From an optimization exercise on the open Yosys and OpenROAD flow, aimed at small area; shortcuts taken in it are not production practice.
In this exercise RTL edits were held to simulation tests only and were not proved equivalent to the original.
The clock port is modelled as an ideal driver; clocking choices that lean on that would not hold on a real chip.
No activity file was given, so power comes from the tool's default toggle rates.

[flow/flow/run.sh]
#!/bin/bash
# Own layout flow: the standard synthesis; its combinational logic mapped again
# by ABC for area, the best of a few scripts (registers untouched: the same
# instances, names and cells); then the standard ORFS flow with buf_1 port
# buffers and, in place of its CTS step, a few clock buffers each driving a
# group of neighbouring registers (flow/cts.tcl).  Each tool's output goes to
# a log_*.txt file here.
set -euo pipefail
W=$(pwd)
F=$W/flow
PLAT=${FLOW_PLATFORM:-sky130hd}
LIB=$FLOW_HOME/platforms/$PLAT/lib/sky130_fd_sc_hd__tt_025C_1v80.lib
R=$W/orfs/results/$PLAT/HW21/base
YOSYS=${YOSYS_EXE:-$(command -v yosys || echo $FLOW_HOME/../tools/install/yosys/bin/yosys)}

# 1. standard synthesis
bash standard.sh synth > $W/log_1_synth.txt 2>&1
cp $R/1_2_yosys.v $W/std_1_2_yosys.v

# 2. area remapping of the combinational cells
DU=""
for c in $(grep -o 'sky130_fd_sc_hd__\(lpflow_[a-z0-9_]*\|probec\?_p_8\)' $LIB | sort -u); do DU="$DU -dont_use $c"; done
# Several ABC scripts run side by side (flow/a*.abc); the smallest result is kept.
best=""; best_area=""
for sc in $F/a*.abc; do
  n=$(basename $sc .abc)
  cat > $W/resyn_$n.ys <<YS
read_liberty -ignore_miss_func $LIB
read_verilog $W/std_1_2_yosys.v
hierarchy -top $FLOW_TOP
setattr -mod -set blackbox 1 sky130_fd_sc_hd__df*
flatten
delete t:\$scopeinfo
opt_clean
stat -liberty $LIB
abc -liberty $LIB $DU -script $sc
opt_clean -purge
read_liberty -lib -overwrite -ignore_miss_func $LIB
hilomap -singleton -hicell sky130_fd_sc_hd__conb_1 HI -locell sky130_fd_sc_hd__conb_1 LO
splitnets
opt_clean -purge
insbuf -buf sky130_fd_sc_hd__buf_1 A X
check -assert
tee -o $W/resyn_$n.area stat -liberty $LIB
select $FLOW_TOP
write_verilog -selected -noattr -noexpr -nohex -nodec $W/resyn_$n.v
YS
  ( $YOSYS -s $W/resyn_$n.ys > $W/log_2_resyn_$n.txt 2>&1 || true ) &
done
wait
for sc in $F/a*.abc; do
  n=$(basename $sc .abc)
  [[ -s $W/resyn_$n.v ]] || continue
  a=$(grep "Chip area" $W/resyn_$n.area | awk '{print $NF}')
  echo "$n $a" >> $W/log_2_resyn_areas.txt
  if [[ -z "$best" ]] || python3 -c "import sys; sys.exit(0 if $a < $best_area else 1)"; then best=$n; best_area=$a; fi
done
echo "kept $best ($best_area)" >> $W/log_2_resyn_areas.txt
cp $W/resyn_$best.v $W/resyn.v
cp $W/resyn.v $R/1_2_yosys.v
bash standard.sh do-1_synth > $W/log_3_synth_odb.txt 2>&1

# 3. placement, standard
export BUFFER_PORTS_ARGS="-buffer_cell sky130_fd_sc_hd__buf_1"
bash standard.sh place > $W/log_4_place.txt 2>&1

# 4. clock tree (flow/cts.tcl) in place of the standard CTS step
RESULTS=$R LIB=$LIB PLAT=$PLAT CLKBUF=${CLKBUF:-sky130_fd_sc_hd__clkbuf_8} NCLK=${NCLK:-3} \
  openroad -no_init -exit $F/cts.tcl > $W/log_5_cts.txt 2>&1

# 5. routing and the rest of the standard flow
bash standard.sh finish > $W/log_6_finish.txt 2>&1
[flow/flow/a1.abc]
strash
&get -n
&deepsyn -T 90 -S 1
&put
strash
&get -n
&st
&dch -f
&nf -R 1000
&put
[flow/flow/a2.abc]
strash
&get -n
&deepsyn -T 90 -S 2
&put
strash
&get -n
&st
&nf -R 1000
&put
[flow/flow/a3.abc]
strash
&get -n
&deepsyn -T 90 -S 3
&put
strash
&get -n
&st
&dch -f
&nf -R 1000
&put
strash
&get -n
&st
&dch -f
&nf -R 1000
&put
[flow/flow/a4.abc]
strash
dc2
&get -n
&st
&dch -f
&nf -R 1000
&put
strash
&get -n
&st
&dch -f
&nf -R 1000
&put
[flow/flow/cts.tcl]
# Clock tree: the registers are split into NCLK groups of neighbours
# (k-means on their positions, at most ceil(n / NCLK) in a group) and one clock buffer, placed at the centre of its
# group, drives each group straight from the clock port.  Reads 3_place.odb,
# writes 4_1_cts.odb and 4_cts.sdc in place of the standard CTS step.
set R $::env(RESULTS)
read_db $R/3_place.odb
read_liberty $::env(LIB)
read_sdc $R/3_place.sdc
source $::env(FLOW_HOME)/platforms/$::env(PLAT)/setRC.tcl

set block [ord::get_db_block]
set dbu [$block getDbUnitsPerMicron]
set ngroups $::env(NCLK)
set sinks {}
foreach it [[$block findNet CLK] getITerms] {
  set inst [$it getInst]
  set bb [$inst getBBox]
  set x [expr {([$bb xMin] + [$bb xMax]) / 2.0 / $dbu}]
  set y [expr {([$bb yMin] + [$bb yMax]) / 2.0 / $dbu}]
  lappend sinks [list $x $y "[$inst getName]/[[$it getMTerm] getName]"]
}
set sinks [lsort -real -index 0 $sinks]
set n [llength $sinks]
puts "clock sinks: $n, groups: $ngroups"
# k-means on the sink positions, started from equal-count strips by x
set centres {}
for {set g 0} {$g < $ngroups} {incr g} {
  set s [lindex $sinks [expr {(2 * $g + 1) * $n / (2 * $ngroups)}]]
  lappend centres [list [lindex $s 0] [lindex $s 1]]
}
set cap [expr {($n + $ngroups - 1) / $ngroups}]
for {set iter 0} {$iter < 30} {incr iter} {
  # balanced assignment: closest (sink, centre) pairs first, at most cap per group
  set pairs {}
  for {set i 0} {$i < $n} {incr i} {
    set s [lindex $sinks $i]
    for {set g 0} {$g < $ngroups} {incr g} {
      set c [lindex $centres $g]
      lappend pairs [list [expr {abs([lindex $s 0] - [lindex $c 0]) + abs([lindex $s 1] - [lindex $c 1])}] $i $g]
    }
  }
  set pairs [lsort -real -index 0 $pairs]
  array unset owner
  set count {}
  for {set g 0} {$g < $ngroups} {incr g} { lappend count 0 }
  foreach p $pairs {
    lassign $p d i g
    if {[info exists owner($i)] || [lindex $count $g] >= $cap} { continue }
    set owner($i) $g
    lset count $g [expr {[lindex $count $g] + 1}]
  }
  set groups {}
  for {set g 0} {$g < $ngroups} {incr g} { lappend groups {} }
  for {set i 0} {$i < $n} {incr i} {
    set g $owner($i)
    lset groups $g [concat [lindex $groups $g] [list [lindex $sinks $i]]]
  }
  set centres {}
  foreach grp $groups {
    set sx 0.0; set sy 0.0
    foreach s $grp { set sx [expr {$sx + [lindex $s 0]}]; set sy [expr {$sy + [lindex $s 1]}] }
    set m [expr {max(1, [llength $grp])}]
    lappend centres [list [expr {$sx / $m}] [expr {$sy / $m}]]
  }
}
for {set g 0} {$g < $ngroups} {incr g} {
  set grp [lindex $groups $g]
  if {[llength $grp] == 0} { continue }
  set pins {}
  foreach s $grp { lappend pins [get_pins [lindex $s 2]] }
  set loc [lindex $centres $g]
  insert_buffer -buffer_cell $::env(CLKBUF) -net CLK -load_pins $pins -location $loc \
    -buffer_name clkbuf_leaf_$g -net_name clknet_leaf_$g
  puts "group $g: [llength $grp] sinks, buffer at $loc"
}
foreach it [[$block findNet CLK] getITerms] {
  set net [[[$it getInst] findITerm X] getNet]
  $net setSigType CLOCK
  puts "clock buffer [[$it getInst] getName] drives [llength [$net getITerms]] pins"
}
detailed_placement
check_placement -verbose
set_propagated_clock [all_clocks]
estimate_parasitics -placement
report_clock_skew
report_checks -path_delay min_max
report_check_types -max_slew -max_capacitance -violators
write_db $R/4_1_cts.odb
write_sdc -no_timestamp $R/4_cts.sdc
file copy -force $R/4_1_cts.odb $R/4_cts.odb
[flow/standard.sh]
#!/bin/bash
# synth_recipe.tcl (not shown) runs the flow's synth.tcl, then flattens the netlist and writes it again
# the make line also repeats each setting of config.mk as NAME=value (left out here)
make -C /OpenROAD-flow-scripts/flow DESIGN_CONFIG=/design/flow/config.mk WORK_HOME=/design/flow/orfs CLKGATE_MAP_FILE= SYNTH_SCRIPT=/design/flow/synth_recipe.tcl "${@:-finish}"
[flow/config.mk]
export PLATFORM = sky130hd
export DESIGN_NAME = HW21
export DESIGN_NICKNAME = HW21
export VERILOG_FILES = /design/flow/design.v
export SDC_FILE = /design/flow/constraint.sdc
export NUM_CORES = 4
export LEC_CHECK = 0
export CAP_MARGIN = 20
export CORE_MARGIN = 2
export CORE_UTILIZATION = 40
export SLEW_MARGIN = 20
[flow/constraint.sdc]
create_clock -name core_clock -period 10.0 [get_ports {CLK}]
set_input_delay 2.0000 -clock core_clock [delete_from_list [all_inputs] [get_ports {CLK}]]
set_output_delay 2.0000 -clock core_clock [all_outputs]
set_load 0.01 [all_outputs]
[flow/design.v]
module lcd_controller(iclk, irst_n, tens, units, lcd_data, lcd_rs, lcd_en);
input iclk, irst_n;
input [3:0] tens, units;
output [7:0] lcd_data;
output lcd_rs;
output reg lcd_en;
reg [12:0] s;
reg [5:0] k;
reg [8:0] rom;
wire first = (k == 6'd25);
wire done  = (k == 6'd63);
wire last  = (s[11:0] == 12'h5ca);
wire flip  = last & s[12] | first & (s == 13'h0ca7);
wire fb    = s[4] ^ s[5] ^ s[6] ^ s[12] ^ flip;
always @(posedge iclk or negedge irst_n)
	if (!irst_n) begin
		s <= 13'h05ca;
		k <= 6'd24;
		lcd_en <= 1'b0;
	end else begin
		s <= {s[11:0], fb};
		if (last & ~done) k <= k + 6'd1;
		lcd_en <= (lcd_en | (s == 13'h0e56) & ~done) & ~(s == 13'h0efe);
	end
always @*
	case (k)
	6'd24: rom = 9'h000;
	6'd25: rom = 9'h038;
	6'd26: rom = 9'h00c;
	6'd27: rom = 9'h001;
	6'd28: rom = 9'h006;
	6'd29: rom = 9'h080;
	6'd30: rom = 9'h143;
	6'd31: rom = 9'h14c;
	6'd32: rom = 9'h14b;
	6'd33: rom = 9'h120;
	6'd34: rom = 9'h153;
	6'd35: rom = 9'h145;
	6'd36: rom = 9'h154;
	6'd37: rom = 9'h13a;
	6'd38: rom = {5'h13, tens};
	6'd39: rom = {5'h13, units};
	6'd40: rom = 9'h120;
	6'd41: rom = 9'h120;
	6'd42: rom = 9'h120;
	6'd43: rom = 9'h120;
	6'd44: rom = 9'h120;
	6'd45: rom = 9'h120;
	6'd46: rom = 9'h0c0;
	6'd47: rom = 9'h120;
	6'd48: rom = 9'h120;
	6'd49: rom = 9'h120;
	6'd50: rom = 9'h120;
	6'd51: rom = 9'h120;
	6'd52: rom = 9'h120;
	6'd53: rom = 9'h120;
	6'd54: rom = 9'h120;
	6'd55: rom = 9'h120;
	6'd56: rom = 9'h120;
	6'd57: rom = 9'h120;
	6'd58: rom = 9'h120;
	6'd59: rom = 9'h120;
	6'd60: rom = 9'h120;
	6'd61: rom = 9'h120;
	6'd62: rom = 9'h120;
	6'd63: rom = 9'h120;
	default: rom = 9'h120;
	endcase
assign lcd_data = rom[7:0];
assign lcd_rs = rom[8];
endmodule
module HW21(btn,CLK,rst_n,sw,
	lcd_on,lcd_data,lcd_rs,lcd_rw,lcd_en);
input  CLK;
input  rst_n;
input [3:0] btn;
input [3:0]sw;
output [7:0] lcd_data;
output lcd_on,lcd_rs,lcd_rw,lcd_en;
wire rst = rst_n & btn[0] & btn[1] & btn[2] & btn[3];
assign lcd_on = 1'b1;
assign lcd_rw = 1'b0;
reg [14:0] q;
wire qz = ~|q[13:0];
wire tick = qz & ~q[14];
always @(posedge CLK or negedge rst_n)
	if (!rst_n) q <= 15'h0102;
	else        q <= {q[13:0], q[14] ^ q[13] ^ qz};
reg [3:0] u, t, h;
reg flag;
wire E  = tick & btn[3];
wire S  = E & ~flag & ~(btn[0] & btn[1]);    
wire dn = btn[0];                             
wire top  = h[3] & h[1] & t[1] & u[1] & u[0];    
wire uz = ~(u[3] | u[2] | u[1] | u[0]);
wire tz = ~(t[3] | t[2] | t[1] | t[0]);
wire hz = ~(h[3] | h[2] | h[1] | h[0]);
wire zero = uz & tz & hz;                        
function [3:0] tog(input [3:0] v, input d);
  tog = d ? {~v[0] & ~v[1] & ~v[2],
             ~v[0] & ~v[1] & (v[2] | v[3]),
             ~v[0] & (v[3] | v[2] | v[1]),
             1'b1}
          : {v[0] & (v[3] | v[2] & v[1]),
             v[1] & v[0],
             v[0] & ~v[3],
             1'b1};
endfunction
wire cu = dn ? uz : (u[3] & u[0]);      
wire ct = cu & (dn ? tz : (t[3] & t[0]));
wire [3:0] hT = {h[2:0] ^ {3{dn}}, 1'b1};
wire [3:0] htog = {&hT[3:0], &hT[2:0], &hT[1:0], 1'b1};
wire C  = tick & ~btn[3];               
wire sp = S & (dn ? zero : top);         
wire [3:0] Tu = sp ? 4'b0011 : {4{S}} & tog(u, dn);
wire [3:0] Tt = sp ? 4'b0010 : {4{S & cu}} & tog(t, dn);
wire [3:0] Th = sp ? 4'b1010 : {4{S & ct}} & htog;
wire keep = rst_n & ~C;
always @(posedge CLK) begin
	u <= {4{keep}} & (u ^ Tu);
	t <= {4{keep}} & (t ^ Tt);
	h <= {4{keep}} & (h ^ Th);
end
always @(posedge CLK or negedge rst_n)
	if (!rst_n) flag <= 0;
	else if (E) flag <= ~(btn[0] & btn[1] & (btn[2] | ~flag));
lcd_controller u0_lcd (
	.iclk(CLK), .irst_n(rst), .tens(t), .units(u),
	.lcd_data(lcd_data), .lcd_rs(lcd_rs), .lcd_en(lcd_en));
endmodule
==> impl_metrics.json, run 1 <==
{
  "power_density_mw_per_mm2": 121,
  "grt_pass1_wl_mm": 6.47,
  "cts.clk_slew.worst_paths_ns": 0.10,
  "synth_area_per_cell_um2": 9.74,
  "remaining_drc_errors": 0,
  "die_width_um": 75.9,
  "nets": 245,
  "switching_power_w": 0.0000518,
  "fmax_mhz": 230,
  "die_y_um": 75.9,
  "post_drt_wl_per_cell_um": 12.4,
  "setup_viol": 0,
  "cp-startpoint": "btn[0]",
  "n_antenna_cell": 0,
  "final.period_utilization_pct": 43.5,
  "dr.first_iter.drc_count": 102,
  "cp_max_fo": 5,
  "antenna_found_initial": 0,
  "worst_path_most_repeated_cell": "nand2_1",
  "slew_headroom_pct": 63.8,
  "p_comb_share_pct": 2.6,
  "min_from": "q[12]",
  "p_int_w": 0.000224,
  "synthCells": 212,
  "setup_tns_ns": 0,
  "grt_max_degree": 21,
  "path_class": "primary input to flip-flop",
  "ir_worst_vdd_mv": 0.0898,
  "setup.worst_path.start_class": "primary input",
  "pwr-share-clk_pct": 27.1,
  "drive_above_1_share_pct": 6.87,
  "finClkSkew_ns": 0.0132,
  "rows": 26,
  "place_inst": 300,
  "arrival_ns": 4.41,
  "portBuffers": 15,
  "crit_buf_inv": 2,
  "grt_setup_unrepaired": "false",
  "post_dp_cell_area_mm2": 0.00223,
  "r2r-end": "h[3]",
  "min_path_cells": 0,
  "place_ws_ns": 5.45,
  "reg2reg_from": "q[13]",
  "power_switching_share_pct": 18.8,
  "start_util_pct": 41.0,
  "ant_nets": 0,
  "final_cells": 303,
  "overflow": 0,
  "num_vias": 1577,
  "r2r_slack_ns": 6.55,
  "stdcell_area_mm2": 0.00227,
  "setup_slack_ns": 5.65,
  "first_global_vias": 1341,
  "outcome": "no timing/DRC/antenna violations",
  "cap_violations": 0,
  "p_total_w": 0.000276,
  "tightestPinTransition_ns": 0.538,
  "wirelength_mm": 3.76,
  "slew_violations": 0,
  "worstHoldPathType": "flip-flop to flip-flop",
  "core_mm2": 0.00504,
  "dr.pass1.iters": 4,
  "holdPathEnd": "q[13]",
  "cp_slowest_cell": "or3_1",
  "io_pins": 22,
  "drt-vias-per-instance": 5.20,
  "crit_required_ns": 10.07,
  "place_hpwl_mm": 2.75,
  "seqPwrFrac_pct": 70.3,
  "finalHoldViolCount": 0,
  "yosys_warnings": 2,
  "syn_to_final_growth_pct": 10.1,
  "gp_congestion": 0.792,
  "synth_area_mm2": 0.00207,
  "cp_cell_sequence": "buf_1, a21oi_1, nor2b_1, and2_0, o21ai_0, or3_1, clkinv_1, nand2_1, o31ai_1, nand2_1, nand2_1, a21oi_1, o21a_1",
  "cp-end-kind": "flip-flop",
  "power.leakage_nw": 0.872,
  "fin_crit_ns": 4.35,
  "crit_family": "simple AND/OR/NAND/NOR gates",
  "syn_nets": 222,
  "die_area_mm2": 0.00576,
  "critPathMaxStageDelay_ns": 0.42,
  "clk_latency_ns": 0.16,
  "grt_usage_pct": 14.0,
  "worst-r2r-cell-count": 15
}
## final cells by class
cell class	instances	area, µm²
inverters	5	18.8
fillers	486	2770
multi-input cells	159	893
clock buffers	3	41.3
repair buffers	18	78.8
flip-flops and latches	48	1150
well taps	70	87.6
## worst reg2reg max path, stage by stage (launching register included)
cell      delay (ns)
dfrtp_1         0.40
nor4_1          0.31
nand4_1         0.15
or2_0           0.25
a21oi_1         0.17
nor2b_1         0.32
and2_0          0.20
o21ai_0         0.20
or3_1           0.42
clkinv_1        0.08
nand2_1         0.10
o31ai_1         0.42
nand2_1         0.09
nand2_1         0.10
a21oi_1         0.07
o21a_1          0.10
## worst max-delay path by stage
stage	endpoint	slack [ns]	cells after the start
2_1_floorplan	h[3]	5.97	12
3_3_place_gp	h[3]	5.51	13
3_5_place_dp	h[3]	5.45	13
5_1_grt	h[3]	5.29	13
6_report	h[3]	5.65	13
## per-stage QoR
stage / util, % / hold slack, ns
final: 45.1 / 0.381
after global routing: 45.1 / 0.390
after detailed placement: 44.3 / 0.364
after global placement: 44.3 / 0.358
after floorplan: - / 0.354
## routing by layer
metal  vias up  global-route usage, %  part of all wire, %
met1       745                   22.6                   52
met4         0                   1.36                  1.4
met2        19                   21.0                   44
li1        808                      -                    -
met3         5                   1.19                  2.8
met5         -                      0                    0
## flip-flops by register name, summed over array words and instances (netlist names)
signal / count
q: 15
u0_lcd.s: 13
u0_lcd.k: 6
h: 4
t: 4
u: 4
flag: 1
u0_lcd.lcd_en: 1
## cell usage in the layout (no fill, tap or decap), drive strengths merged, types with 4 or more instances in the layout
cell    count
nand4       4
nor2       17
nand2b      7
nor4        8
nor2b       4
dfrtp      26
dfxtp      12
o21a        8
o21ai      10
dfstp      10
buf        18
xnor2       7
clkinv      5
nand2      26
nor3        6
nand3       7
a21oi      20
## power by group through the flow
stage | combinational (W) | clock (W) | sequential (W)
6_report | 0.00000708 | 0.0000748 | 0.000194
5_1_grt | 0.00000848 | 0.0000862 | 0.000194
3_5_place_dp | 0.00000724 | 0 | 0.000198
3_3_place_gp | 0.00000712 | 0 | 0.000198
2_1_floorplan | 0.00000348 | 0 | 0.000198
==> run 2, diff against run 1 <==
--- a/flow/flow/run.sh
+++ b/flow/flow/run.sh
@@ -47,4 +47,5 @@
 YS
   ( $YOSYS -s $W/resyn_$n.ys > $W/log_2_resyn_$n.txt 2>&1 || true ) &
+  while (( $(jobs -rp | wc -l) >= 3 )); do sleep 1; done
 done
 wait
@@ -66,5 +67,5 @@
 
 # 4. clock tree (flow/cts.tcl) in place of the standard CTS step
-RESULTS=$R LIB=$LIB PLAT=$PLAT CLKBUF=${CLKBUF:-sky130_fd_sc_hd__clkbuf_8} NCLK=${NCLK:-3} \
+RESULTS=$R LIB=$LIB PLAT=$PLAT CLKBUF=sky130_fd_sc_hd__clkbuf_4 NCLK=4 \
   openroad -no_init -exit $F/cts.tcl > $W/log_5_cts.txt 2>&1
 
==> flow/flow/a1.abc (replaced) <==
strash
&get -n
&deepsyn -T 120 -S 1
&put
strash
&get -n
&st
&dch -f
&nf -R 1000
&put
==> flow/flow/a2.abc (replaced) <==
strash
&get -n
&deepsyn -T 120 -S 2
&put
strash
&get -n
&st
&nf -R 1000
&put
==> flow/flow/a3.abc (replaced) <==
strash
&get -n
&deepsyn -T 120 -S 3
&put
strash
&get -n
&st
&dch -f
&nf -R 1000
&put
==> flow/flow/a4.abc (replaced) <==
strash
&get -n
&deepsyn -T 120 -S 4
&put
strash
&get -n
&st
&nf -R 1000
&put
==> flow/flow/a5.abc (new file) <==
strash
&get -n
&deepsyn -T 120 -S 5
&put
strash
&get -n
&st
&dch -f
&nf -R 1000
&put
==> flow/flow/a6.abc (new file) <==
strash
&get -n
&deepsyn -T 120 -S 6
&put
strash
&get -n
&st
&nf -R 1000
&put
--- a/flow/config.mk
+++ b/flow/config.mk
@@ -8,4 +8,5 @@
 export CAP_MARGIN = 20
 export CORE_MARGIN = 2
-export CORE_UTILIZATION = 40
+export CORE_UTILIZATION = 65
+export GPL_TIMING_DRIVEN = 0
 export SLEW_MARGIN = 20
==> run 2 against run 1 <==
  * Sequential power barely moved
  * Largest power group unchanged
  * Synthesized cell count did not move
  * Clock skew barely moved
  * Die area fell by 37%
  * Highest routed layer unchanged
  * Critical path depth did not move
  * Register-to-register slack got worse by 0.02 ns
  * Area after synthesis did not move
  * Combinational power fell by 3.7%
  * Global-route usage rose by 9.2 points
  * Sequential share of layout area rose by 1.2 points
  * Worst hold slack improved by 0.0061 ns
==> impl_metrics.json, run 2 <==
{
  "fin_crit_ns": 4.31,
  "synth_area_mm2": 0.00207,
  "seq_area_mm2": 0.00115,
  "start_util_pct": 68.2,
  "syn_nets": 222,
  "cts.clk_slew.worst_paths_ns": 0.11,
  "largest_registers": "q (15), u0_lcd.s (13), u0_lcd.k (6)",
  "drt-vias-per-instance": 5.79,
  "setup_viol": 0,
  "antenna_found_initial": 0,
  "worst_path_most_repeated_cell": "nand2_1",
  "cp_slowest_cell": "or3_1",
  "n_antenna_cell": 0,
  "multi_input_area_um2": 896,
  "fmax_mhz": 232,
  "dr.pass1.iters": 5,
  "clk_latency_ns": 0.18,
  "cp-end-kind": "flip-flop",
  "grt_usage_pct": 23.1,
  "slew_headroom_pct": 38.8,
  "grt_setup_unrepaired": "false",
  "final.period_utilization_pct": 43.1,
  "arrival_ns": 4.38,
  "io_pins": 22,
  "first_global_vias": 1424,
  "setup_tns_ns": 0,
  "crit_required_ns": 10.07,
  "finClkSkew_ns": 0.0135,
  "post_drt_wl_per_cell_um": 14.1,
  "stdcell_area_mm2": 0.00222,
  "die_y_um": 60.4,
  "route.top_layer_used": "met4",
  "nets": 244,
  "synth_area_per_cell_um2": 9.74,
  "drive_above_1_share_pct": 6.90,
  "setup.worst_path.start_class": "primary input",
  "portBuffers": 15,
  "drt-met1-wl_mm": 1.75,
  "wl_met3_um": 161,
  "dr.first_iter.drc_count": 104,
  "p_total_w": 0.000266,
  "ir_worst_vdd_mv": 0.0783,
  "place_hpwl_mm": 2.93,
  "power.leakage_nw": 0.860,
  "overflow": 0,
  "finalHoldViolCount": 0,
  "remaining_drc_errors": 0,
  "num_vias": 1597,
  "syn_to_final_growth_pct": 7.51,
  "path_class": "primary input to flip-flop",
  "post_dp_cell_area_mm2": 0.00219,
  "largest_reg_flops": 15,
  "wirelength_mm": 3.88,
  "synthCells": 212,
  "grt_pass1_wl_mm": 6.47,
  "rows": 20,
  "worstHoldPathType": "flip-flop to flip-flop",
  "grt_max_degree": 19,
  "final_cell_mix": "nand2_1, dfrtp_1, a21oi_1, nor2_1, buf_1",
  "cap_violations": 0,
  "cp_max_fo": 5,
  "die_width_um": 60.4,
  "gp_congestion": 0.857,
  "slew_violations": 0,
  "ant_nets": 0,
  "num-fill-cells": 230,
  "critPathMaxStageDelay_ns": 0.42,
  "route.met2.wl_mm": 1.95,
  "tightestPinTransition_ns": 0.918,
  "top_register": "q",
  "core_mm2": 0.00303,
  "die_area_mm2": 0.00365,
  "outcome": "no timing/DRC/antenna violations",
  "cp_cell_sequence": "buf_1, a21oi_1, nor2b_1, and2_0, o21ai_0, or3_1, clkinv_1, nand2_1, o31ai_1, nand2_1, nand2_1, a21oi_1, o21a_1",
  "power_density_mw_per_mm2": 120,
  "yosys_warnings": 2
}
run 2: cell count changes in the layout (fill, tap and decap cells not counted):
| cell | change |
|---|---|
| o21ai_1 | +1 |
| clkbuf_8 | -3 |
| buf_6 | +1 |
| clkbuf_4 | +4 |
| buf_4 | -3 |
| nor2_2 | +1 |
| nor2_1 | -1 |
| o21ai_0 | -1 |
run 2: power by group:
group | internal (W) | switching, W
combinational | 0.00000188 | 0.00000493
sequential | 0.000194 | 0.000000179
clock | 0.0000193 | 0.0000461
run 2: final timing paths:
| check | start | endpoint | slack [ns] | cells past startpoint |
|---|---|---|---|---|
| setup / recovery | btn[0] | h[3] | 5.69 | 13 |
| hold / removal | q[10] | q[11] | 0.39 | 0 |
| setup reg to reg | q[7] | h[3] | 6.53 | 15 |
| hold reg to reg | q[10] | q[11] | 0.39 | 0 |
| max in group asynchronous | rst_n | u0_lcd.s[1] | 6.95 | 4 |
| min in group asynchronous | btn[2] | u0_lcd.s[0] | 1.84 | 3 |
run 2: area by class of cell:
class                   instances  share of cell area (%)
clock buffers                   4                    1.35
inverters                       5                   0.845
repair buffers                 16                    3.04
flip-flops and latches         48                    51.9
multi-input cells             159                    40.3
well taps                      44                    2.48
run 2: per-stage QoR:
step	hold WS (ns)	setup slack (ns)	instances	util (%)
after global routing	0.399	5.44	276	73.3
after floorplan	0.354	5.97	212	-
final	0.387	5.69	276	73.3
after detailed placement	0.359	5.48	272	72.4
after global placement	0.362	5.58	271	71.9
run 2: worst max-delay path, delay by kind of cell:
family | cells | cell delay [ns]
buffers and inverters | 2 | 0.22
and+or+nand+nor | 6 | 1.21
AOI/OAI and AO/OA | 5 | 0.93
run 2: routing by layer:
layer	GRT usage [%]	vias up
met4	1.59	0
li1	-	800
met1	32.6	745
met2	41.3	50
met5	0	-
met3	1.71	2
==> run 3, diff against run 2 <==
--- a/flow/flow/run.sh
+++ b/flow/flow/run.sh
@@ -67,5 +67,5 @@
 
 # 4. clock tree (flow/cts.tcl) in place of the standard CTS step
-RESULTS=$R LIB=$LIB PLAT=$PLAT CLKBUF=sky130_fd_sc_hd__clkbuf_4 NCLK=4 \
+RESULTS=$R LIB=$LIB PLAT=$PLAT CLKBUF=${CLKBUF:-sky130_fd_sc_hd__clkbuf_8} NCLK=${NCLK:-3} \
   openroad -no_init -exit $F/cts.tcl > $W/log_5_cts.txt 2>&1
 
==> run 3 against run 2 <==
  * Count of clock-buffer cells in the layout decreased by 1
  * Via count is 0.19% higher
  * Combinational power barely moved
  * Global-route usage is 0.23 points lower
  * Synthesized cell count did not move
  * Clock skew is 0.0067 ns lower
  * Critical path type unchanged
==> impl_metrics.json, run 3 <==
{
  "die_width_um": 60.4,
  "cp-startpoint": "btn[0]",
  "final_cells": 275,
  "first_global_vias": 1388,
  "antenna_found_initial": 0,
  "gp_congestion": 0.857,
  "die_y_um": 60.4,
  "grt_max_degree": 19,
  "nets": 243,
  "cts.clk_slew.worst_paths_ns": 0.09,
  "fin_crit_ns": 4.33,
  "tightestPinTransition_ns": 0.896,
  "synthCells": 212,
  "reg2reg_from": "q[7]",
  "cp-end-kind": "flip-flop",
  "finClkSkew_ns": 0.00681,
  "finalHoldViolCount": 0,
  "fin_util_pct": 73.7,
  "synth_area_mm2": 0.00207,
  "cap_violations": 0,
  "drt-vias-per-instance": 5.82,
  "slew_headroom_pct": 40.2,
  "post_drt_wl_per_cell_um": 14.1,
  "place_inst": 272,
  "grt_setup_unrepaired": "false",
  "synth_area_per_cell_um2": 9.74,
  "slew_violations": 0,
  "die_area_mm2": 0.00365,
  "wirelength_mm": 3.87,
  "syn_nets": 222,
  "setup_viol": 0,
  "min_from": "q[4]",
  "fmax_mhz": 231,
  "place_hpwl_mm": 2.93,
  "rows": 20,
  "drive_above_1_share_pct": 6.49,
  "num-fill-cells": 230,
  "top_register": "q",
  "final.period_utilization_pct": 43.3,
  "start_util_pct": 68.2,
  "grt_pass1_wl_mm": 6.39,
  "power_density_mw_per_mm2": 123,
  "power.leakage_nw": 0.863,
  "worstHoldPathType": "flip-flop to flip-flop",
  "final_cell_mix": "nand2_1, dfrtp_1, a21oi_1, nor2_1, buf_1",
  "outcome": "no timing/DRC/antenna violations",
  "dr.pass1.iters": 4,
  "core_mm2": 0.00303,
  "ant_nets": 0,
  "largest_registers": "q (15), u0_lcd.s (13), u0_lcd.k (6)",
  "setup_tns_ns": 0,
  "grt_usage_pct": 22.9,
  "path_class": "primary input to flip-flop",
  "largest_reg_flops": 15,
  "num_vias": 1600,
  "io_pins": 22,
  "dr.first_iter.drc_count": 94,
  "setup.worst_path.start_class": "primary input",
  "remaining_drc_errors": 0,
  "arrival_ns": 4.39,
  "portBuffers": 15,
  "n_antenna_cell": 0,
  "clk_latency_ns": 0.15,
  "cp_max_fo": 5,
  "syn_to_final_growth_pct": 8.06,
  "crit_required_ns": 10.05,
  "yosys_warnings": 2,
  "ir_worst_vdd_mv": 0.0906,
  "overflow": 0
}
## run 3: cell type report
class / instances / area, µm² / area share (%)
timing repair buffer: 16 / 67.6 / 3.03
inverter: 5 / 18.8 / 0.841
multi-input combinational: 159 / 896 / 40.1
sequential: 48 / 1150 / 51.7
clock buffer: 3 / 41.3 / 1.85
tap: 44 / 55.1 / 2.47
## run 3: final timing paths
path | slack (ns) | to | cells past startpoint
hold / removal | 0.38 | q[5] | 0
setup / recovery | 5.67 | h[3] | 13
setup reg to reg | 6.55 | h[3] | 15
hold reg to reg | 0.38 | q[5] | 0
max in group asynchronous | 6.94 | u0_lcd.s[8] | 4
min in group asynchronous | 1.87 | u0_lcd.s[0] | 3
## run 3: stage by stage
| step | area, µm² | hold slack, ns | power [W] | worst slack (ns) |
|---|---|---|---|---|
| 5_1_grt | 2230 | 0.396 | 0.000283 | 5.41 |
| 3_5_place_dp | 2190 | 0.359 | 0.000204 | 5.48 |
| 3_3_place_gp | 2180 | 0.362 | 0.000204 | 5.58 |
| 2_1_floorplan | 2070 | 0.354 | 0.000201 | 5.97 |
| 6_report | 2230 | 0.382 | 0.000274 | 5.67 |
## run 3: worst max-delay path, stage by stage
cell and delay, ns:
buf_1 0.14, a21oi_1 0.19, nor2b_1 0.31, and2_0 0.21, o21ai_0 0.19, or3_1 0.42
clkinv_1 0.08, nand2_1 0.10, o31ai_1 0.35, nand2_1 0.08, nand2_1 0.09, a21oi_1 0.06
o21a_1 0.14
## run 3: where the power goes
| group | leakage [nW] | switching [W] | internal, W |
|---|---|---|---|
| Combinational | 0.303 | 0.00000490 | 0.00000188 |
| Clock | 0.0216 | 0.0000452 | 0.0000278 |
| Sequential | 0.539 | 0.000000183 | 0.000194 |
## run 3: per-layer routing
layer / part of all wire, % / vias up / global-route usage, %
met3: 4.4 / 2 / 1.92
met2: 51 / 36 / 40.8
met4: 0.72 / 0 / 1.27
met5: 0 / - / 0
li1: - / 799 / -
met1: 44 / 763 / 32.3
==> run 4, diff against run 3 <==
--- a/flow/flow/run.sh
+++ b/flow/flow/run.sh
@@ -47,5 +47,5 @@
 YS
   ( $YOSYS -s $W/resyn_$n.ys > $W/log_2_resyn_$n.txt 2>&1 || true ) &
-  while (( $(jobs -rp | wc -l) >= 3 )); do sleep 1; done
+  while (( $(jobs -rp | wc -l) >= 4 )); do sleep 1; done
 done
 wait
==> flow/flow/a7.abc (new file) <==
strash
&get -n
&deepsyn -T 90 -S 2
&put
strash
&get -n
&st
&nf -R 1000
&put
strash
&get -n
&deepsyn -T 90 -S 5
&put
strash
&get -n
&st
&nf -R 1000
&put
==> flow/flow/a8.abc (new file) <==
strash
&get -n
&deepsyn -T 120 -S 2
&put
strash
&get -n
&st
&nf -R 1000 -a
&put
==> run 4 against run 3 <==
  * Critical path depth is the same
  * Synthesized cell count unchanged
  * Largest power group unchanged
  * Critical path type unchanged
  * Cell area stayed put
  * Largest cell class unchanged
  * Flip-flop and latch count did not move
  * Clock skew stayed put
  * Global-route usage unchanged
==> impl_metrics.json, run 4 <==
{
  "synth_area_mm2": 0.00207,
  "die_width_um": 60.4,
  "dr.first_iter.drc_count": 94,
  "cp_max_fo": 5,
  "path_class": "primary input to flip-flop",
  "arrival_ns": 4.39,
  "synth_area_per_cell_um2": 9.74,
  "top_register": "q",
  "io_pins": 22,
  "first_global_vias": 1388,
  "ir_worst_vdd_mv": 0.0906,
  "grt_use_met1_pct": 32.3,
  "syn_nets": 222,
  "rows": 20,
  "overflow": 0,
  "fin_crit_ns": 4.33,
  "place_inst": 272,
  "core_mm2": 0.00303,
  "p_total_w": 0.000274,
  "crit_required_ns": 10.05,
  "dr.pass1.iters": 4,
  "num-fill-cells": 230,
  "slew_violations": 0,
  "power_density_mw_per_mm2": 123,
  "start_util_pct": 68.2,
  "drt-vias-per-instance": 5.82,
  "setup_tns_ns": 0,
  "wirelength_mm": 3.87,
  "met3_usage_pct": 1.92,
  "gp_congestion": 0.857,
  "grt_pass1_wl_mm": 6.39,
  "post_dp_cell_area_mm2": 0.00219,
  "drive_above_1_share_pct": 6.49,
  "num_vias": 1600,
  "final.period_utilization_pct": 43.3,
  "power.leakage_nw": 0.863,
  "largest_registers": "q (15), u0_lcd.s (13), u0_lcd.k (6)",
  "portBuffers": 15,
  "yosys_warnings": 2,
  "place_hpwl_mm": 2.93,
  "finClkSkew_ns": 0.00681,
  "stdcell_area_mm2": 0.00223,
  "final_cells": 275,
  "syn_to_final_growth_pct": 8.06,
  "antenna_found_initial": 0,
  "setup_viol": 0,
  "top_usage_layer": "met2",
  "fmax_mhz": 231,
  "multi_input_area_um2": 896,
  "synthCells": 212,
  "die_area_mm2": 0.00365,
  "worstHoldPathType": "flip-flop to flip-flop",
  "gr-usage-met2_pct": 40.8,
  "slew_headroom_pct": 40.2,
  "die_y_um": 60.4,
  "largest_reg_flops": 15,
  "setup.worst_path.start_class": "primary input",
  "final_cell_mix": "nand2_1, dfrtp_1, a21oi_1, nor2_1, buf_1",
  "fin_util_pct": 73.7,
  "clk_latency_ns": 0.15,
  "tightestPinTransition_ns": 0.896,
  "r2r_slack_ns": 6.55,
  "cp-end-kind": "flip-flop",
  "cts.clk_slew.worst_paths_ns": 0.09,
  "grt_max_degree": 19,
  "post_drt_wl_per_cell_um": 14.1,
  "grt_setup_unrepaired": "false",
  "cap_violations": 0,
  "remaining_drc_errors": 0,
  "outcome": "no timing/DRC/antenna violations",
  "n_antenna_cell": 0,
  "seq_area_mm2": 0.00115,
  "nets": 243,
  "ant_nets": 0,
  "grt_usage_pct": 22.9,
  "finalHoldViolCount": 0
}
run 4: final timing paths:
kind | start | end | depth (start not counted)
max in group asynchronous | rst_n | u0_lcd.s[8] | 4
max | btn[0] | h[3] | 13
min | q[4] | q[5] | 0
max reg2reg | q[7] | h[3] | 15
min reg2reg | q[4] | q[5] | 0
min in group asynchronous | btn[2] | u0_lcd.s[0] | 3
run 4: power breakdown:
part           internal (W)  switching (W)    total, W  leakage [nW]
clock             0.0000278      0.0000452   0.0000729        0.0216
sequential         0.000194    0.000000183    0.000194         0.539
combinational    0.00000188     0.00000490  0.00000679         0.303
run 4: metrics by stage:
stage,worst slack [ns],hold WS [ns]
after global placement,5.58,0.362
after detailed placement,5.48,0.359
after global routing,5.41,0.396
after floorplan,5.97,0.354
final,5.67,0.382
run 4: metal layers:
metal / vias to the layer above / share of wire (%)
li1: 799 / -
met5: - / 0
met4: 0 / 0.72
met3: 2 / 4.4
met2: 36 / 51
met1: 763 / 44
run 4: layout make-up:
| class | count | area share (%) |
|---|---|---|
| Clock buffer | 3 | 1.85 |
| Inverter | 5 | 0.841 |
| Multi-Input combinational cell | 159 | 40.1 |
| Sequential cell | 48 | 51.7 |
| Tap cell | 44 | 2.47 |
| Timing Repair Buffer | 16 | 3.03 |
run 4: critical path: stages:
cell and delay [ns]:
buf_1 0.14, a21oi_1 0.19, nor2b_1 0.31, and2_0 0.21, o21ai_0 0.19, or3_1 0.42
clkinv_1 0.08, nand2_1 0.10, o31ai_1 0.35, nand2_1 0.08, nand2_1 0.09, a21oi_1 0.06
o21a_1 0.14
==> run 5, diff against run 4 <==
--- a/flow/design.v
+++ b/flow/design.v
@@ -111,18 +111,18 @@
 wire [3:0] hT = {h[2:0] ^ {3{dn}}, 1'b1};
 wire [3:0] htog = {&hT[3:0], &hT[2:0], &hT[1:0], 1'b1};
-wire C  = tick & ~btn[3];               
-wire sp = S & (dn ? zero : top);         
-wire [3:0] Tu = sp ? 4'b0011 : {4{S}} & tog(u, dn);
-wire [3:0] Tt = sp ? 4'b0010 : {4{S & cu}} & tog(t, dn);
-wire [3:0] Th = sp ? 4'b1010 : {4{S & ct}} & htog;
-wire keep = rst_n & ~C;
-always @(posedge CLK) begin
-	u <= {4{keep}} & (u ^ Tu);
-	t <= {4{keep}} & (t ^ Tt);
-	h <= {4{keep}} & (h ^ Th);
-end
+wire clr  = tick & ~btn[3] | S & ~dn & top;    
+wire setw = S & dn & zero;                     
+wire [3:0] un = u ^ ({4{S}} & tog(u, dn));
+wire [3:0] tn = t ^ ({4{S & cu}} & tog(t, dn));
+wire [3:0] hn = h ^ ({4{S & ct}} & htog);
 always @(posedge CLK or negedge rst_n)
-	if (!rst_n) flag <= 0;
-	else if (E) flag <= ~(btn[0] & btn[1] & (btn[2] | ~flag));
+	if (!rst_n) begin
+		u <= 0; t <= 0; h <= 0; flag <= 0;
+	end else begin
+		u <= clr ? 4'd0 : setw ? 4'd3  : un;
+		t <= clr ? 4'd0 : setw ? 4'd2  : tn;
+		h <= clr ? 4'd0 : setw ? 4'd10 : hn;
+		if (E) flag <= ~(btn[0] & btn[1] & (btn[2] | ~flag));
+	end
 lcd_controller u0_lcd (
 	.iclk(CLK), .irst_n(rst), .tens(t), .units(u),
==> run 5 against run 4 <==
  * Still clean on timing, DRC and antenna
  * Register-to-register slack lost 0.30 ns
  * Power is 1.6% higher
  * Sequential power about the same
  * Combinational power grew 24%
  * Count of clock-buffer cells in the layout did not move
  * Critical path type unchanged
  * Critical endpoint is now h[2]
  * Largest cell class unchanged
  * Largest power group unchanged
  * Highest routed layer unchanged
==> impl_metrics.json, run 5 <==
{
  "outcome": "no timing/DRC/antenna violations",
  "rows": 20,
  "post_dp_cell_area_mm2": 0.00223,
  "r2r_slack_ns": 6.25,
  "r2r-end": "h[2]",
  "slew_headroom_pct": 58.1,
  "place_hpwl_mm": 3.02,
  "reg2reg_from": "q[0]",
  "gp_congestion": 0.881,
  "ir_worst_vdd_mv": 0.167,
  "p_total_w": 0.000278,
  "remaining_drc_errors": 0,
  "finalHoldViolCount": 0,
  "top_register": "q",
  "nets": 242,
  "dr.pass1.iters": 4,
  "cp-end-kind": "flip-flop",
  "crit_required_ns": 10.06,
  "antenna_found_initial": 0,
  "die_y_um": 60.9,
  "cp_slowest_cell": "o21ai_0",
  "pwr-share-clk_pct": 26.0,
  "cp-startpoint": "btn[3]",
  "first_global_vias": 1525,
  "p_comb_share_pct": 3.0,
  "critPathMaxStageDelay_ns": 0.54,
  "post_drt_wl_per_cell_um": 14.4,
  "io_pins": 22,
  "core_mm2": 0.00308,
  "clk_latency_ns": 0.16,
  "synth_area_mm2": 0.00210,
  "synthCells": 211,
  "cts.clk_slew.worst_paths_ns": 0.10,
  "drt-vias-per-instance": 6.02,
  "n_antenna_cell": 0,
  "worst-r2r-cell-count": 13,
  "num_vias": 1650,
  "largest_reg_flops": 15,
  "portBuffers": 15,
  "power.leakage_nw": 0.964,
  "grt_use_met1_pct": 35.9,
  "ant_nets": 0,
  "grt_max_degree": 30,
  "tightestPinTransition_ns": 0.622,
  "hold_ws_ns": 0.367,
  "place_inst": 271,
  "power_switching_share_pct": 18.8,
  "dr.first_iter.drc_count": 253,
  "final_cell_mix": "dfrtp_1, nand2_1, nor2_1, buf_1",
  "path_class": "primary input to flip-flop",
  "top_usage_layer": "met2",
  "stdcell_area_mm2": 0.00227,
  "min_from": "q[12]",
  "setup_viol": 0,
  "gr-usage-met2_pct": 41.8,
  "worstHoldPathType": "flip-flop to flip-flop",
  "met3_usage_pct": 1.07,
  "wirelength_mm": 3.96,
  "die_width_um": 60.9,
  "arrival_ns": 4.69,
  "cp_max_fo": 6,
  "layout_commonest_cell": "dfrtp_1",
  "start_util_pct": 68.4,
  "overflow": 0,
  "final.period_utilization_pct": 46.3,
  "fmax_mhz": 216,
  "syn_nets": 221,
  "grt_usage_pct": 24.4,
  "cap_violations": 0,
  "setup_tns_ns": 0,
  "largest_registers": "q (15), u0_lcd.s (13), u0_lcd.k (6)",
  "setup.worst_path.start_class": "primary input",
  "seqPwrFrac_pct": 71.0,
  "die_area_mm2": 0.00371,
  "p_int_w": 0.000226,
  "slew_violations": 0,
  "synth_area_per_cell_um2": 9.97,
  "grt_pass1_wl_mm": 6.96,
  "switching_power_w": 0.0000524,
  "syn_to_final_growth_pct": 7.97,
  "yosys_warnings": 2,
  "grt_setup_unrepaired": "false",
  "fin_crit_ns": 4.63,
  "endpoint": "h[2]",
  "finClkSkew_ns": 0.0194,
  "final_cells": 274,
  "power_density_mw_per_mm2": 122,
  "drive_above_1_share_pct": 6.96,
  "cp_cell_sequence": "buf_1, nand2_1, a21oi_1, nand2b_1, or4_1, nor3_1, nand2_1, o21ai_0, o21ai_0, xor2_1, nor2_1"
}
-- run 5: power by group through the flow --
stage	Clock [W]	Sequential (W)	Combinational [W]
floorplan	0	0.000200	0.00000434
global route	0.0000816	0.000198	0.00000987
finish	0.0000722	0.000197	0.00000845
detailed placement	0	0.000201	0.00000865
global placement	0	0.000201	0.00000789
-- run 5: through the flow --
step           setup slack, ns  utilization (%)
2_1_floorplan             5.83                -
3_3_place_gp              5.40             72.0
3_5_place_dp              5.18             72.5
5_1_grt                   4.94             73.8
6_report                  5.37             73.8
-- run 5: per-layer routing --
| metal | part of all wire, % | vias up | wire length [µm] |
|---|---|---|---|
| met5 | 0 | - | 0 |
| met4 | 1.3 | 0 | 52 |
| met3 | 3.3 | 6 | 130 |
| met2 | 50 | 44 | 1960 |
| met1 | 46 | 797 | 1810 |
| li1 | - | 803 | - |
-- run 5: cell type report --
type	instances	area, µm²
flip-flops and latches	48	1210
multi-input cells	160	882
fillers	237	806
repair buffers	16	68.8
well taps	44	55.1
clock buffers	3	41.3
inverters	3	11.3
-- run 5: how the worst min path moves through the flow --
| stage | to | slack [ns] | depth (start not counted) |
|---|---|---|---|
| detailed placement | q[13] | 0.37 | 0 |
| global route | q[6] | 0.39 | 0 |
| global placement | q[13] | 0.36 | 0 |
| floorplan | q[10] | 0.35 | 0 |
| finish | q[13] | 0.37 | 0 |
-- run 5: critical path: cells and delay by family --
| kind | cells | cell delay (ns) |
|---|---|---|
| AO/OA/AOI/OAI | 3 | 0.97 |
| buffers and inverters | 1 | 0.11 |
| AND/OR/NAND/NOR | 6 | 1.40 |
| XOR/XNOR | 1 | 0.22 |
==> run 6, diff against run 5 <==
--- a/flow/flow/run.sh
+++ b/flow/flow/run.sh
@@ -59,4 +59,5 @@
 echo "kept $best ($best_area)" >> $W/log_2_resyn_areas.txt
 cp $W/resyn_$best.v $W/resyn.v
+python3 $F/splitrst.py $W/resyn.v > $W/log_2c_splitrst.txt 2>&1
 cp $W/resyn.v $R/1_2_yosys.v
 bash standard.sh do-1_synth > $W/log_3_synth_odb.txt 2>&1
==> flow/flow/splitrst.py (new file) <==
# Gate cloning on the reset net: the gate that drives the most asynchronous
# set/reset pins of registers is duplicated, and the copy drives half of them,
# so that no buffer is needed on that net.
import re, sys
p = sys.argv[1]
s = open(p).read()
inst_re = re.compile(r'  (sky130_fd_sc_hd__\w+) (\\\S+ |\S+) \((.*?)\);\n', re.S)
pin_re = re.compile(r'\.(\w+)\(([^()]*)\)')
insts = [(m.group(0), m.group(1), m.group(2), m.group(3)) for m in inst_re.finditer(s)]
loads = {}
for text, cell, name, body in insts:
    for pin, net in pin_re.findall(body):
        if pin in ('RESET_B', 'SET_B'):
            loads.setdefault(net.strip(), []).append((text, pin))
drivers = {}
for text, cell, name, body in insts:
    for pin, net in pin_re.findall(body):
        if pin in ('X', 'Y') and 'df' not in cell:
            drivers[net.strip()] = (text, cell, name, body)
best = max((n for n in loads if n in drivers), key=lambda n: len(loads[n]), default=None)
if best is None or len(loads[best]) < 12:
    print('nothing to split'); sys.exit(0)
text, cell, name, body = drivers[best]
newnet = 'rst_clone_net'
outpin = 'Y' if re.search(r'\.Y\(', body) else 'X'
newbody = re.sub(r'\.%s\([^()]*\)' % outpin, '.%s(%s)' % (outpin, newnet), body)
clone = '  %s rst_clone (%s);\n' % (cell, newbody)
s = s.replace(text, text + clone)
moved = loads[best][len(loads[best]) // 2:]
for ltext, pin in moved:
    nt = re.sub(r'\.%s\([^()]*\)' % pin, '.%s(%s)' % (pin, newnet), ltext)
    s = s.replace(ltext, nt)
s = s.replace('\n  wire ', '\n  wire %s;\n  wire ' % newnet, 1)
open(p, 'w').write(s)
print('cloned %s (%s) driving %s: %d of %d set/reset pins moved' % (name.strip(), cell, best, len(moved), len(loads[best])))
==> run 6 against run 5 <==
  * Still clean on timing, DRC and antenna
  * Sequential share of layout area grew 0.24 points
  * Maximum frequency grew 1.7%
  * Worst setup slack gained 0.079 ns
  * Global-route usage shrank 0.36 points
  * Worst hold slack gained 0.013 ns
  * Clock power grew 2%
  * Combinational power grew 0.8%
  * Critical endpoint unchanged
  * Largest cell class unchanged
  * Highest routed layer unchanged
==> impl_metrics.json, run 6 <==
{
  "outcome": "no timing/DRC/antenna violations",
  "setup_viol": 0,
  "core_mm2": 0.00308,
  "rows": 20,
  "layout_commonest_cell": "dfrtp_1",
  "antenna_found_initial": 0,
  "wirelength_mm": 4.11,
  "remaining_drc_errors": 0,
  "slew_headroom_pct": 48.0,
  "worstHoldPathType": "flip-flop to flip-flop",
  "die_width_um": 61.0,
  "fmax_mhz": 220,
  "synthCells": 212,
  "power.leakage_nw": 0.959,
  "num-fill-cells": 244,
  "tightestPinTransition_ns": 0.777,
  "post_drt_wl_per_cell_um": 15.0,
  "slew_violations": 0,
  "place_hpwl_mm": 3.07,
  "cp_max_fo": 6,
  "start_util_pct": 68.5,
  "route.top_layer_used": "met4",
  "setup_tns_ns": 0,
  "nets": 242,
  "grt_usage_pct": 24.0,
  "cp_slowest_cell": "o21ai_0",
  "ir_worst_vdd_mv": 0.127,
  "syn_nets": 222,
  "fin_util_pct": 73.5,
  "crit_required_ns": 10.11,
  "power_density_mw_per_mm2": 124,
  "gp_congestion": 0.869,
  "r2r_slack_ns": 6.34,
  "synth_area_mm2": 0.00211,
  "cts.clk_slew.worst_paths_ns": 0.11,
  "n_antenna_cell": 0,
  "cp-end-kind": "flip-flop",
  "largest_reg_flops": 15,
  "crit_buf_inv": 1,
  "io_pins": 22,
  "crit_family": "simple AND/OR/NAND/NOR gates",
  "syn_to_final_growth_pct": 7.30,
  "finClkSkew_ns": 0.0243,
  "drive_above_1_share_pct": 6.09,
  "drt-vias-per-instance": 6.15,
  "place_inst": 271,
  "final_cells": 274,
  "cp_cell_sequence": "buf_1, nand2_1, a21oi_1, nand2b_1, or4_1, nor3_1, nand2_1, o21ai_0, o21ai_0, xor2_1, nor2_1",
  "multi_input_area_um2": 883,
  "dr.first_iter.drc_count": 241,
  "setup.worst_path.start_class": "primary input",
  "die_area_mm2": 0.00371,
  "portBuffers": 15,
  "seq_area_mm2": 0.00121,
  "clk_latency_ns": 0.16,
  "die_y_um": 61.0,
  "fin_crit_ns": 4.55,
  "first_global_vias": 1544,
  "arrival_ns": 4.66,
  "route.met2.wl_mm": 2.07,
  "yosys_warnings": 2,
  "dr.pass1.iters": 4,
  "finalHoldViolCount": 0,
  "final.period_utilization_pct": 45.5,
  "cap_violations": 0,
  "final_cell_mix": "dfrtp_1, nand2_1, nor2_1, buf_1",
  "critPathMaxStageDelay_ns": 0.54,
  "overflow": 0,
  "largest_registers": "q (15), u0_lcd.s (13), u0_lcd.k (6)",
  "top_register": "q",
  "grt_max_degree": 30,
  "synth_area_per_cell_um2": 9.94,
  "grt_pass1_wl_mm": 6.86,
  "ant_nets": 0,
  "grt_setup_unrepaired": "false",
  "drt-met1-wl_mm": 1.78,
  "path_class": "primary input to flip-flop",
  "num_vias": 1685,
  "wl_met3_um": 216
}
[run 6: cell count changes in the layout (fill, tap and decap cells not counted), sizes merged]
cell / before / now
nor2: 23 / 24
buf: 16 / 15
[run 6: cell type report]
type	count	area share, %
multi-input cells	161	39.0
well taps	44	2.43
clock buffers	3	1.83
repair buffers	15	2.54
inverters	3	0.498
flip-flops and latches	48	53.7
[run 6: report_power, final]
| part | total (W) | switching, W | internal [W] | leakage [nW] |
|---|---|---|---|---|
| clock | 0.0000736 | 0.0000458 | 0.0000278 | 0.0216 |
| sequential | 0.000197 | 0.00000207 | 0.000195 | 0.607 |
| combinational | 0.00000852 | 0.00000609 | 0.00000244 | 0.330 |
| total | 0.000280 | 0.0000539 | 0.000226 | 0.959 |
[run 6: layer usage]
layer / GRT usage [%] / vias up
met5: 0 / -
met4: 3.11 / 0
met3: 2.13 / 6
met2: 41.3 / 51
met1: 34.8 / 832
li1: - / 796
[run 6: path summary, 6_finish.rpt]
check / start / endpoint / depth (start not counted)
max in group asynchronous: rst_n / u0_lcd.k[2] / 3
min in group asynchronous: rst_n / h[0] / 1
hold reg to reg: q[12] / q[13] / 0
hold / removal: q[12] / q[13] / 0
setup reg to reg: q[5] / h[2] / 13
setup / recovery: btn[3] / h[2] / 11
[run 6: through the flow]
| step | hold slack, ns | cell area, µm² | power, W | setup slack [ns] |
|---|---|---|---|---|
| after floorplan | 0.354 | 2110 | 0.000205 | 5.83 |
| after global placement | 0.360 | 2220 | 0.000209 | 5.35 |
| after detailed placement | 0.362 | 2220 | 0.000210 | 5.22 |
| after global routing | 0.401 | 2260 | 0.000288 | 5.06 |
| final | 0.380 | 2260 | 0.000280 | 5.45 |

[port drivers added, routing unchanged]
How much do the figures lean on ideal ports? The routed layouts below were timed once more, with nothing changed but the port constraints. Step 1 assumes that a clkbuf_16 drives the clock port and a buf_2 every other input. Step 2 times the ports against the registers' clock, not the clock port: input delays grow and output delays shrink by t, the midpoint of the rising clock arrivals with the driver on. Slacks: ideal / step 1 / step 2; pairs: ideal / step 1.
run	t (ns)	setup WS [ns]	worst register clock-pin slew, ns	cell pins on the clock port's net
run 1	0.201	5.654 / 5.684 / 5.483	0.10 / 0.10	3
run 2	0.212	5.690 / 5.710 / 5.498	0.12 / 0.12	4
run 3	0.196	5.666 / 5.693 / 5.497	0.10 / 0.09	3
run 4	0.196	5.666 / 5.693 / 5.497	0.10 / 0.09	3
run 5	0.190	5.366 / 5.381 / 5.192	0.10 / 0.10	3
run 6	0.195	5.446 / 5.468 / 5.273	0.11 / 0.11	3
After both steps every run listed still meets setup and hold. The setup slack of run 2, which loses most, moves by +0.020 ns with the drivers and by -0.192 ns with both steps.
